This design comes from an exercise in tuning for small area on the open sky130 flow, not from production work. The RTL was checked by simulation tests, not by an equivalence proof against the original design.

rev 12:
## mv_mul_4x4_fp32
module mv_mul_4x4_fp32 (
    input  logic        clk,
    input  logic        rst,
    input  logic        m_valid,
    input  logic [31:0] m00_i, m01_i, m02_i, m03_i,
    input  logic [31:0] m10_i, m11_i, m12_i, m13_i,
    input  logic [31:0] m20_i, m21_i, m22_i, m23_i,
    input  logic [31:0] m30_i, m31_i, m32_i, m33_i,
    input  logic        in_valid,
    input  logic [31:0] vx, vy, vz, vw,
    output logic        out_valid,
    output logic [31:0] ox, oy, oz, ow
);
    logic [511:0] m_reg, m_in, m_sel;
    logic         m_zero;
    assign m_in = {m33_i, m32_i, m31_i, m30_i, m23_i, m22_i, m21_i, m20_i,
                   m13_i, m12_i, m11_i, m10_i, m03_i, m02_i, m01_i, m00_i};
    assign m_sel = ({512{m_valid}} & m_in) | ({512{~m_valid}} & m_reg);
    always_ff @(posedge clk) begin
        m_reg <= m_sel;
        if (rst)          m_zero <= 1'b1;
        else if (m_valid) m_zero <= 1'b0;
    end
    wire zm = m_zero & ~m_valid;
    wire [127:0] v = {vw, vz, vy, vx};
    logic [511:0] p;
    for (genvar c = 0; c < 4; c++) begin : g_col
        wire [31:0] vc = v[32*c +: 32];
        wire [11:0] one, two, neg;
        booth_enc u_enc (.b({|vc[30:23], vc[22:0]}), .one(one), .two(two), .neg(neg));
        for (genvar r = 0; r < 4; r++) begin : g_row
            fp32_mul u_mul (.a(m_sel[32*(4*r+c) +: 32]), .b(vc), .b_one(one), .b_two(two),
                            .b_neg(neg), .zm(zm), .y(p[32*(4*r+c) +: 32]));
        end
    end
    logic         s1_valid;
    logic [511:0] s1_p;
    always_ff @(posedge clk) begin
        s1_valid <= in_valid & ~rst;
        s1_p     <= p;
    end
    logic [255:0] a;
    for (genvar i = 0; i < 8; i++) begin : g_add1
        fp32_add #(.FAST_NORM(1'b0)) u_add (.a(s1_p[64*i +: 32]), .b(s1_p[64*i+32 +: 32]), .y(a[32*i +: 32]));
    end
    logic [255:0] s2_a;
    always_ff @(posedge clk) begin
        out_valid <= s1_valid & ~rst;
  ...
clock: 16.0 ns
lec_check: 0
cap_margin: 0
core_margin: 2
core_utilization: 55
place_density: 0.65
slew_margin: 0
run.sh (not shown) runs the stock make flow with config.mk's settings and CLKGATE_MAP_FILE= SYNTH_SCRIPT=/design/flow/synth_recipe.tcl, a recipe that flattens the netlist after the stock synthesis.
Rev 12 finished every stage; the final checks, however, were not passed, the failures being capacitance limit, slew limit.
### rev 12 -> rev 13
diff --git a/flow/config.mk b/flow/config.mk
--- a/flow/config.mk
+++ b/flow/config.mk
@@ -6,7 +6,7 @@
 export NUM_CORES = 8
 export LEC_CHECK = 0
-export CAP_MARGIN = 0
+export CAP_MARGIN = 20
 export CORE_MARGIN = 2
-export CORE_UTILIZATION = 55
-export PLACE_DENSITY = 0.65
-export SLEW_MARGIN = 0
+export CORE_UTILIZATION = 35
+export PLACE_DENSITY = 0.42
+export SLEW_MARGIN = 20
Notes after the runs:
Worst-case setup slack after placement: rev 13 worse than rev 12
Among rev 13 and rev 12, a clean, completed layout was produced by rev 13 alone.
Rev 12 ran in full, but the layout does not pass; the checks complain about capacitance limit, slew limit.
From rev 12 to rev 13 the numbers moved as follows: clock insertion delay at the later pin of the skew report went down; met2 wire length grew by 20%; clock period minus worst slack decreased by 0.034 ns relative to the old numbers.
On summed area of non-filler cells in the final layout, rev 13 does worse than rev 12.
Compared with rev 12, rev 13 improves post-layout worst setup margin.
Rev 13 against rev 12; total detailed-routing wirelength is up by more than 10%.
Delta (rev 13 minus rev 12): core utilization now smaller; synthesis-to-layout area growth now larger.


Another version of the RTL of mv_mul_4x4_fp32 (not shown whole).
Size: about 27000 cells after synthesis, about 770 I/O pins.
Settings: LEC_CHECK=0, CAP_MARGIN=30, CELL_PAD_IN_SITES_DETAIL_PLACEMENT=2, CELL_PAD_IN_SITES_GLOBAL_PLACEMENT=2, CORE_MARGIN=2, CORE_UTILIZATION=33, PLACE_DENSITY=0.4, SLEW_MARGIN=30, SYNTH_HIERARCHICAL=1; clock period 16.0 ns.
standard.sh (not shown) runs the stock make flow with config.mk's settings and CLKGATE_MAP_FILE= SYNTH_SCRIPT=/design/flow/synth_recipe.tcl, a recipe that flattens the netlist after the stock synthesis.
==> flow/flow/run.sh <==
#!/bin/bash
# The standard layout (the standard.sh: ORFS from synthesis to the routed layout, with the
# standard synthesis), with two changes:
# - the buffer that global placement puts on every input and output port is the smallest
#   buffer cell, sky130_fd_sc_hd__buf_1, instead of the delay buffer the flow picks by default
#   (later repair steps may still resize these buffers);
# - the floorplan step removes the buffers synthesis inserted (REMOVE_ABC_BUFFERS) instead of
#   resizing gates against the placement-free timing estimate; timing is repaired after
#   placement, after clock tree synthesis and after global routing as usual.
# ORFS writes each step's full log under orfs/logs/; make's own output goes to make.log.
set -euo pipefail
export BUFFER_PORTS_ARGS="-buffer_cell sky130_fd_sc_hd__buf_1"
export REMOVE_ABC_BUFFERS=1
bash standard.sh finish > make.log 2>&1
==> next run, changes <==
==> flow/flow/run.sh (replaced) <==
#!/bin/bash
# The standard layout (the standard.sh: ORFS from synthesis to the routed layout, with the
# standard synthesis), with one change: the buffer that global placement puts on every input
# and output port is the smallest buffer cell, sky130_fd_sc_hd__buf_1, instead of the delay
# buffer the flow picks by default. Later repair steps may still resize these buffers.
# ORFS writes each step's full log under orfs/logs/; make's own output goes to make.log.
set -euo pipefail
export BUFFER_PORTS_ARGS="-buffer_cell sky130_fd_sc_hd__buf_1"
bash standard.sh finish > make.log 2>&1
CAP_MARGIN = 20   (was 30)
SLEW_MARGIN = 20   (was 30)
What happened: Now the flow completed and failed the layout checks on max-capacitance violations, max-slew violations; global-route usage goes up by 0.29 points; critical path depth goes up by 1; clock skew goes up by 0.073 ns; wire length goes up slightly; area after synthesis stays the same.
==> next run, changes <==
==> flow/run.sh (new file) <==
#!/bin/bash
# synth_recipe.tcl (not shown) runs the flow's synth.tcl, then flattens the netlist and writes it again
# the make line also repeats each setting of config.mk as NAME=value (left out here)
make -C /OpenROAD-flow-scripts/flow DESIGN_CONFIG=/design/flow/config.mk WORK_HOME=/design/flow/orfs CLKGATE_MAP_FILE= SYNTH_SCRIPT=/design/flow/synth_recipe.tcl finish
removed: flow/flow/run.sh
removed: flow/standard.sh
Effect:
- Now the flow finished but failed the layout checks on max-capacitance violations
- hold slack stays flat
- sequential share of layout area shrinks by 0.11 points
==> next run, changes <==
CAP_MARGIN = 30   (was 20)
SLEW_MARGIN = 30   (was 20)
The new run completed with no timing, DRC or antenna violations.
First-iteration DRC count falls by 1.8%.
Wire length stays flat.
Clock skew is about the same.
Clock-buffer cell count drops by 12.
==> next run, changes <==
==> flow/flow/run.sh (new file) <==
#!/bin/bash
# The standard layout (the standard.sh: ORFS from synthesis to the routed layout, with the
# standard synthesis), with one change: the buffer that global placement puts on every input
# and output port is the smallest buffer cell, sky130_fd_sc_hd__buf_1, instead of the delay
# buffer the flow picks by default. Later repair steps may still resize these buffers.
# ORFS writes each step's full log under orfs/logs/; make's own output goes to make.log.
set -euo pipefail
export BUFFER_PORTS_ARGS="-buffer_cell sky130_fd_sc_hd__buf_1"
bash standard.sh finish > make.log 2>&1
==> flow/standard.sh (new file) <==
#!/bin/bash
# synth_recipe.tcl (not shown) runs the flow's synth.tcl, then flattens the netlist and writes it again
# the make line also repeats each setting of config.mk as NAME=value (left out here)
make -C /OpenROAD-flow-scripts/flow DESIGN_CONFIG=/design/flow/config.mk WORK_HOME=/design/flow/orfs CLKGATE_MAP_FILE= SYNTH_SCRIPT=/design/flow/synth_recipe.tcl "${@:-finish}"
removed: flow/run.sh
=> Sequential cell count is unchanged; area after synthesis does not change; synthesized cell count stays the same; design area is lower by 1.3%; wire length increases by 0.54%; die area is unchanged.

-- re-timing with driven ports --
The flow's constraints put no driver on any port. The routed layouts listed below were extracted and timed again, unchanged, in two steps. Step 1: set_driving_cell puts a clkbuf_16 on clk and a buf_2 on each other input, an assumption about the parent block. Step 2, shift: input delay + t, output delay - t, t = (earliest + latest rising clock arrival at the registers) / 2. This alone moves slack from input paths to output paths. Slacks: ideal / step 1 / step 2; pairs: ideal / step 1.
| run | t, ns | slack for setup (ns) | hold slack, ns | clock arrival spread, ns |
|---|---|---|---|---|
| rev 12 | 1.171 | 0.800 / 0.640 / 1.466 | 0.441 / 0.441 / 0.441 | 0.127 / 0.127 |
| rev 13 | 1.108 | 0.834 / 0.671 / 1.258 | 0.449 / 0.449 / 0.449 | 0.107 / 0.107 |
| the first run of note 2 | 1.169 | 0.915 / 0.747 / 1.208 | 0.440 / 0.440 / 0.440 | 0.080 / 0.080 |
| the second run of note 2 | 1.183 | 0.805 / 0.640 / 0.895 | 0.452 / 0.452 / 0.452 | 0.148 / 0.149 |
| the third run of note 2 | 1.161 | 0.861 / 0.693 / 1.028 | 0.454 / 0.454 / 0.454 | 0.148 / 0.148 |
| the fourth run of note 2 | 1.177 | 0.773 / 0.607 / 0.917 | 0.456 / 0.456 / 0.456 | 0.152 / 0.152 |
| the fifth run of note 2 | 1.188 | 0.820 / 0.756 / 0.820 | 0.456 / 0.456 / 0.456 | 0.143 / 0.143 |
